What follows belongs to an exercise in optimizing a design on an open flow for small area; a production flow would make more cautious choices.
Only simulation tests tie the RTL to the original design; equivalence was not proved.
The flow treats the clock pin as an ideal source, which a real chip does not have.
Power figures rest on the tool's default switching activity, not on a simulated workload.

==> flow/design.v (excerpt) <==
module uart
	(
		input clk, rst,
		output rx_ready,
		input rx,  
		output [7:0] rx_data,
		input uart_rx,	 
		input tx,
		input [7:0] tx_data,
		output tx_full,	 
		output uart_tx
	);
	wire tick, bit_tick;
	baudrate_gen baudrate_inst (
		.clk(clk), .rst(rst),
		.tick(tick), .bit_tick(bit_tick)
	);
	wire rx_done;
	wire [7:0] rx_byte;
	wire rx_empty, rx_full;
	uart_rx rx_inst (
		.clk(clk), .rst(rst),
		.tick(tick), .rx(uart_rx),
		.ready(rx_done), .rd_data(rx_byte)
	);
	fifo rx_fifo (
		.clk(clk), .rst(rst),
		.wr(rx_done), .wr_data(rx_byte),
		.rd(rx), .rd_data(rx_data),
		.full(rx_full), .empty(rx_empty)
	);
	assign rx_ready = ~rx_empty;
	wire tx_empty, tx_start;
	wire [7:0] tx_head;
	fifo tx_fifo (
		.clk(clk), .rst(rst),
		.wr(tx), .wr_data(tx_data),
		.rd(tx_start), .rd_data(tx_head),
		.full(tx_full), .empty(tx_empty)
	);
	uart_tx tx_inst (
		.clk(clk), .rst(rst),
		.bit_tick(bit_tick),
		.avail(~tx_empty), .data(tx_head),
		.start(tx_start), .tx(uart_tx)
	);
endmodule
clock: 10.0 ns
lec_check: 0
cap_margin: 20
core_margin: 2
core_utilization: 40
slew_margin: 20
run.sh (not shown) runs the stock make flow with config.mk's settings and CLKGATE_MAP_FILE= SYNTH_SCRIPT=/design/flow/synth_recipe.tcl, a recipe that flattens the netlist after the stock synthesis.
Next try:
--- a/flow/config.mk
+++ b/flow/config.mk
@@ -9,3 +9,6 @@
 export CORE_MARGIN = 2
-export CORE_UTILIZATION = 40
+export CORE_UTILIZATION = 60
+export CTS_BUF_LIST = sky130_fd_sc_hd__clkbuf_8
+export CTS_CLUSTER_DIAMETER = 100
+export CTS_CLUSTER_SIZE = 40
 export SLEW_MARGIN = 20
Outcome: Wire length falls by 0.47%; area after synthesis stays the same; sequential share of layout area rises by 2.7 points; power falls by 12%; global-route usage rises by 4.6 points; final area falls by 3.6%; setup slack is worse by 75 ps; hold slack is better by 6.7 ps; sequential cell count does not change; non-clock buffer count is unchanged.

---

The RTL this note starts from:
==> flow/design.v <==
module baudrate_gen
	(
		input clk, rst,
		output tick,
		output bit_tick
	);
	reg [9:0] lfsr;    
	reg [2:0] sub;     
	always @(posedge clk, posedge rst)
		if (rst)
			lfsr <= 10'd1;
		else
			lfsr <= {lfsr[8:0], lfsr[9] ^ lfsr[6]};
	assign tick = (lfsr == 10'd1);
	always @(posedge clk, posedge rst)
		if (rst)
			sub <= 3'b000;
		else if (tick)
			sub <= {sub[1:0], ~(sub[2] | sub[1])};
	assign bit_tick = tick & sub[2] & ~sub[1];
endmodule
module fifo
	#(parameter
		WORD = 8,
		SIZE = 8
	)
	(
		input clk, rst,
		input wr,                  
		input [WORD-1:0] wr_data,
		input rd,                  
		output [WORD-1:0] rd_data,
		output full, empty
	);
	reg [WORD-1:0] buf_r [0:SIZE-1];
	reg [SIZE-1:0] valid;
	reg [SIZE-1:0] move;     
	integer i;
	always @(*) begin
		move[0] = ~valid[0] | rd;
		for (i = 1; i < SIZE; i = i + 1)
			move[i] = ~valid[i] | move[i-1];
	end
	always @(posedge clk, posedge rst)
		if (rst)
			valid <= {SIZE{1'b0}};
		else begin
			for (i = 0; i < SIZE-1; i = i + 1)
				valid[i] <= move[i] ? valid[i+1] : 1'b1;
			valid[SIZE-1] <= move[SIZE-1] ? (wr & ~full) : 1'b1;
		end
	always @(posedge clk) begin
		for (i = 0; i < SIZE-1; i = i + 1)
			if (move[i])
				buf_r[i] <= buf_r[i+1];
		if (move[SIZE-1])
			buf_r[SIZE-1] <= wr_data;
	end
	assign rd_data = buf_r[0];
	assign full = &valid;
	assign empty = ~valid[0];
endmodule
module uart_rx
	(
		input clk, rst,
		input tick,
		input rx,
		output ready,
		output [7:0] rd_data
	);
	reg busy;
	reg [2:0] sub;     
	reg [9:0] sh;
	wire sample = busy & tick & sub[2] & ~sub[1];
	wire done = sample & ~sh[0];
	always @(posedge clk, posedge rst)
		if (rst)
			busy <= 1'b0;
		else if (~busy)
			busy <= ~rx;
		else if (done)
			busy <= 1'b0;
	always @(posedge clk)
		if (~busy)
			sub <= 3'b001;
		else if (tick)
			sub <= {sub[1:0], ~(sub[2] | sub[1])};
	always @(posedge clk)
		if (~busy | sample)
			sh <= {rx, sh[9:1]};
	assign ready = done;
	assign rd_data = sh[9:2];
endmodule
module uart_tx
	(
		input clk, rst,
		input bit_tick,
		input avail,             
		input [7:0] data,
		output start,            
		output tx
	);
	reg busy, line;
	reg [8:0] sh;
	wire free = ~busy | ~|sh;
	assign start = bit_tick & free & avail;
	always @(posedge clk, posedge rst)
		if (rst) begin
			busy <= 1'b0;
			line <= 1'b1;
		end else if (bit_tick) begin
			if (free) begin
				busy <= avail;
				line <= ~avail;
			end else
				line <= sh[0];
		end
	always @(posedge clk)
		if (bit_tick) begin
			if (~free)
				sh <= {1'b0, sh[8:1]};
			else if (avail)
				sh <= {1'b1, data};
		end
	assign tx = line;
endmodule
module uart
	(
		input clk, rst,
		output rx_ready,
		input rx,  
		output [7:0] rx_data,
		input uart_rx,	 
		input tx,
		input [7:0] tx_data,
		output tx_full,	 
		output uart_tx
	);
	wire tick, bit_tick;
	baudrate_gen baudrate_inst (
		.clk(clk), .rst(rst),
		.tick(tick), .bit_tick(bit_tick)
	);
	wire rx_done;
	wire [7:0] rx_byte;
	wire rx_empty, rx_full;
	uart_rx rx_inst (
		.clk(clk), .rst(rst),
		.tick(tick), .rx(uart_rx),
		.ready(rx_done), .rd_data(rx_byte)
	);
	fifo rx_fifo (
		.clk(clk), .rst(rst),
		.wr(rx_done), .wr_data(rx_byte),
		.rd(rx), .rd_data(rx_data),
		.full(rx_full), .empty(rx_empty)
	);
	assign rx_ready = ~rx_empty;
	wire tx_empty, tx_start;
	wire [7:0] tx_head;
	fifo tx_fifo (
		.clk(clk), .rst(rst),
		.wr(tx), .wr_data(tx_data),
		.rd(tx_start), .rd_data(tx_head),
		.full(tx_full), .empty(tx_empty)
	);
	uart_tx tx_inst (
		.clk(clk), .rst(rst),
		.bit_tick(bit_tick),
		.avail(~tx_empty), .data(tx_head),
		.start(tx_start), .tx(uart_tx)
	);
endmodule
export LEC_CHECK = 0
export CAP_MARGIN = 20
export CORE_MARGIN = 2
export CORE_UTILIZATION = 80
export CTS_BUF_LIST = sky130_fd_sc_hd__clkbuf_8
export SLEW_MARGIN = 20
create_clock -name core_clock -period 10.0 [get_ports {clk}]
standard.sh (not shown) runs the stock make flow with config.mk's settings and CLKGATE_MAP_FILE= SYNTH_SCRIPT=/design/flow/synth_recipe.tcl, a recipe that flattens the netlist after the stock synthesis.
==> flow/flow/run.sh <==
#!/bin/bash
# The standard layout (standard.sh), with three changes:
#  - ports are buffered with the smallest buffer;
#  - clock tree synthesis adds no dummy loads and builds the tree from
#    clkbuf_4 under a clkbuf_8 root;
#  - after clock tree synthesis, flow/post_cts.tcl gives each clock buffer the
#    smallest size that keeps the clock slew at its flip-flops low enough, and
#    each logic cell the smallest size that keeps timing, slew and load limits.
# make's output goes to standard.log; each step's own log is under orfs/logs.
set -euo pipefail
here=$(pwd)
export BUFFER_PORTS_ARGS="-buffer_cell sky130_fd_sc_hd__buf_1"
export CTS_ARGS="-sink_clustering_enable -repair_clock_nets -buf_list sky130_fd_sc_hd__clkbuf_4 -root_buf sky130_fd_sc_hd__clkbuf_8 -dont_use_dummy_load"
export POST_CTS_TCL="$here/flow/post_cts.tcl"
bash standard.sh > standard.log 2>&1
==> flow/flow/post_cts.tcl <==
# Resize the leaf clock buffers: for each, the smallest clkbuf whose estimated
# slew at every flip-flop clock pin it drives stays under the limit.
set slew_limit 0.110
set sizes {sky130_fd_sc_hd__clkbuf_4 sky130_fd_sc_hd__clkbuf_8 sky130_fd_sc_hd__clkbuf_16}

proc sink_slew { inst } {
  set out [get_pins -of_objects $inst -filter "direction==output"]
  set worst 0
  foreach p [get_pins -of_objects [get_nets -of_objects $out] -filter "direction==input"] {
    foreach a {max min} {
      foreach e {rise fall} {
        set s [get_property $p slew_${a}_$e]
        if {$s > $worst} { set worst $s }
      }
    }
  }
  return $worst
}

proc drives_registers { inst } {
  set out [get_pins -of_objects $inst -filter "direction==output"]
  foreach p [get_pins -of_objects [get_nets -of_objects $out] -filter "direction==input"] {
    if {[string match "*/CLK" [get_full_name $p]]} { return 1 }
  }
  return 0
}

estimate_parasitics -placement
set changed 0
foreach inst [get_cells clkbuf_*] {
  if {![drives_registers $inst]} { continue }
  set orig [get_property $inst ref_name]
  set chosen ""
  foreach m $sizes {
    replace_cell $inst $m
    estimate_parasitics -placement
    if {[sink_slew $inst] <= $slew_limit} { set chosen $m; break }
  }
  if {$chosen eq ""} { set chosen [lindex $sizes end]; replace_cell $inst $chosen }
  if {$chosen ne $orig} { incr changed }
  puts [format "post_cts: %s %s -> %s (%.1f ps)" [get_name $inst] $orig $chosen [expr {1000.0 * [sink_slew $inst]}]]
}
puts "post_cts: resized $changed clock buffers"
detailed_placement
check_placement -verbose
estimate_parasitics -placement

# Downsize logic cells: give each non-register, non-clock cell the smallest
# cell of the same function whose use adds no slew or capacitance violation
# and keeps setup and hold slack.
proc is_dont_use { name } {
  if {![info exists ::env(DONT_USE_CELLS)]} { return 0 }
  foreach pat $::env(DONT_USE_CELLS) {
    if {[string match $pat $name]} { return 1 }
  }
  return 0
}

proc timing_ok { } {
  if {[sta::max_slew_violation_count] > $::ds_slew0} { return 0 }
  if {[sta::max_capacitance_violation_count] > $::ds_cap0} { return 0 }
  if {[sta::worst_slack_cmd max] < 2.0e-9} { return 0 }
  if {[sta::worst_slack_cmd min] < $::ds_hold0} { return 0 }
  return 1
}

set ::ds_slew0 [sta::max_slew_violation_count]
set ::ds_cap0 [sta::max_capacitance_violation_count]
set ::ds_hold0 [expr {min(0.1e-9, [sta::worst_slack_cmd min])}]
set saved 0.0
foreach inst [get_cells *] {
  set m [get_property $inst ref_name]
  if {![regexp {^(sky130_fd_sc_hd__[a-z0-9]+)_([0-9]+)$} $m -> base drive]} { continue }
  if {[regexp {df|dl|clk|tap|fill|decap|conb} $base]} { continue }
  set cur_area [get_property [lindex [get_lib_cells */$m] 0] area]
  set cands {}
  foreach lc [get_lib_cells */${base}_*] {
    set n [get_name $lc]
    if {![regexp "^${base}_\[0-9\]+\$" $n]} { continue }
    if {[is_dont_use $n]} { continue }
    set a [get_property $lc area]
    if {$a < $cur_area} { lappend cands [list $a $n] }
  }
  foreach c [lsort -real -index 0 $cands] {
    replace_cell $inst [lindex $c 1]
    estimate_parasitics -placement
    if {[timing_ok]} {
      set saved [expr {$saved + $cur_area - [lindex $c 0]}]
      puts "post_cts: $inst $m -> [lindex $c 1]"
      break
    }
    replace_cell $inst $m
    estimate_parasitics -placement
  }
}
puts [format "post_cts: downsizing saved %.1f um2" $saved]
detailed_placement
check_placement -verbose
estimate_parasitics -placement
The first run went through all stages and came out clean.
Then changed:
--- a/flow/flow/run.sh
+++ b/flow/flow/run.sh
@@ -7,2 +7 @@
-#    smallest size that keeps the clock slew at its flip-flops low enough, and
-#    each logic cell the smallest size that keeps timing, slew and load limits.
+#    smallest size that keeps the clock slew at its flip-flops low enough.
==> flow/flow/post_cts.tcl (replaced) <==
# Resize the leaf clock buffers: for each, the smallest clkbuf whose estimated
# slew at every flip-flop clock pin it drives stays under the limit.
set slew_limit 0.110
set sizes {sky130_fd_sc_hd__clkbuf_4 sky130_fd_sc_hd__clkbuf_8 sky130_fd_sc_hd__clkbuf_16}

proc sink_slew { inst } {
  set out [get_pins -of_objects $inst -filter "direction==output"]
  set worst 0
  foreach p [get_pins -of_objects [get_nets -of_objects $out] -filter "direction==input"] {
    foreach a {max min} {
      foreach e {rise fall} {
        set s [get_property $p slew_${a}_$e]
        if {$s > $worst} { set worst $s }
      }
    }
  }
  return $worst
}

proc drives_registers { inst } {
  set out [get_pins -of_objects $inst -filter "direction==output"]
  foreach p [get_pins -of_objects [get_nets -of_objects $out] -filter "direction==input"] {
    if {[string match "*/CLK" [get_full_name $p]]} { return 1 }
  }
  return 0
}

estimate_parasitics -placement
set changed 0
foreach inst [get_cells clkbuf_*] {
  if {![drives_registers $inst]} { continue }
  set orig [get_property $inst ref_name]
  set chosen ""
  foreach m $sizes {
    replace_cell $inst $m
    estimate_parasitics -placement
    if {[sink_slew $inst] <= $slew_limit} { set chosen $m; break }
  }
  if {$chosen eq ""} { set chosen [lindex $sizes end]; replace_cell $inst $chosen }
  if {$chosen ne $orig} { incr changed }
  puts [format "post_cts: %s %s -> %s (%.1f ps)" [get_name $inst] $orig $chosen [expr {1000.0 * [sink_slew $inst]}]]
}
puts "post_cts: resized $changed clock buffers"
detailed_placement
check_placement -verbose
estimate_parasitics -placement
--- a/flow/config.mk
+++ b/flow/config.mk
@@ -10 +10 @@
-export CORE_UTILIZATION = 80
+export CORE_UTILIZATION = 70
The changed run completed without violations. Global-route usage goes down by 8.6 points. Non-clock buffer count came out higher by 1. Die area went up by 14%. Setup slack gets better by 0.17 ns. Area after synthesis is unchanged. Total power falls by about 0.7%. Final area climbs by 0.60%. Sequential power barely changes. Wire length decreases by 27%. Maximum frequency goes up by 4.5%.

-- afterwards: timing with drivers on the ports --
How much do the figures lean on ideal ports? The routed layouts below were timed once more, with nothing changed but the port constraints.
Step 1, drivers: a clkbuf_16 drives clk and a buf_2 each remaining input, both assumed.
Step 2 also shifts input and output timing later by t, the mid clock arrival at the registers, as if the neighbouring blocks saw the same clock.
Slacks: ideal ports / drivers / drivers and shift; pairs: ideal ports / drivers.
| run | t, ns | slack for setup (ns) | latest minus earliest clock arrival (ns) | worst slew at a driven data input, ns | cell pins on the clock port's net |
|---|---|---|---|---|---|
| the first run of note 1 | 0.452 | 5.807 / 5.770 / 5.955 | 0.009 / 0.009 | 0.03 | 1 |
| the second run of note 1 | 0.467 | 5.732 / 5.698 / 5.990 | 0.018 / 0.018 | 0.03 | 1 |
| the first run of note 2 | 0.431 | 5.977 / 5.944 / 6.302 | 0.031 / 0.031 | 0.03 | 1 |
| the second run of note 2 | 0.428 | 6.151 / 6.120 / 6.401 | 0.032 / 0.031 | 0.03 | 1 |
After both steps every run listed still meets setup and hold.
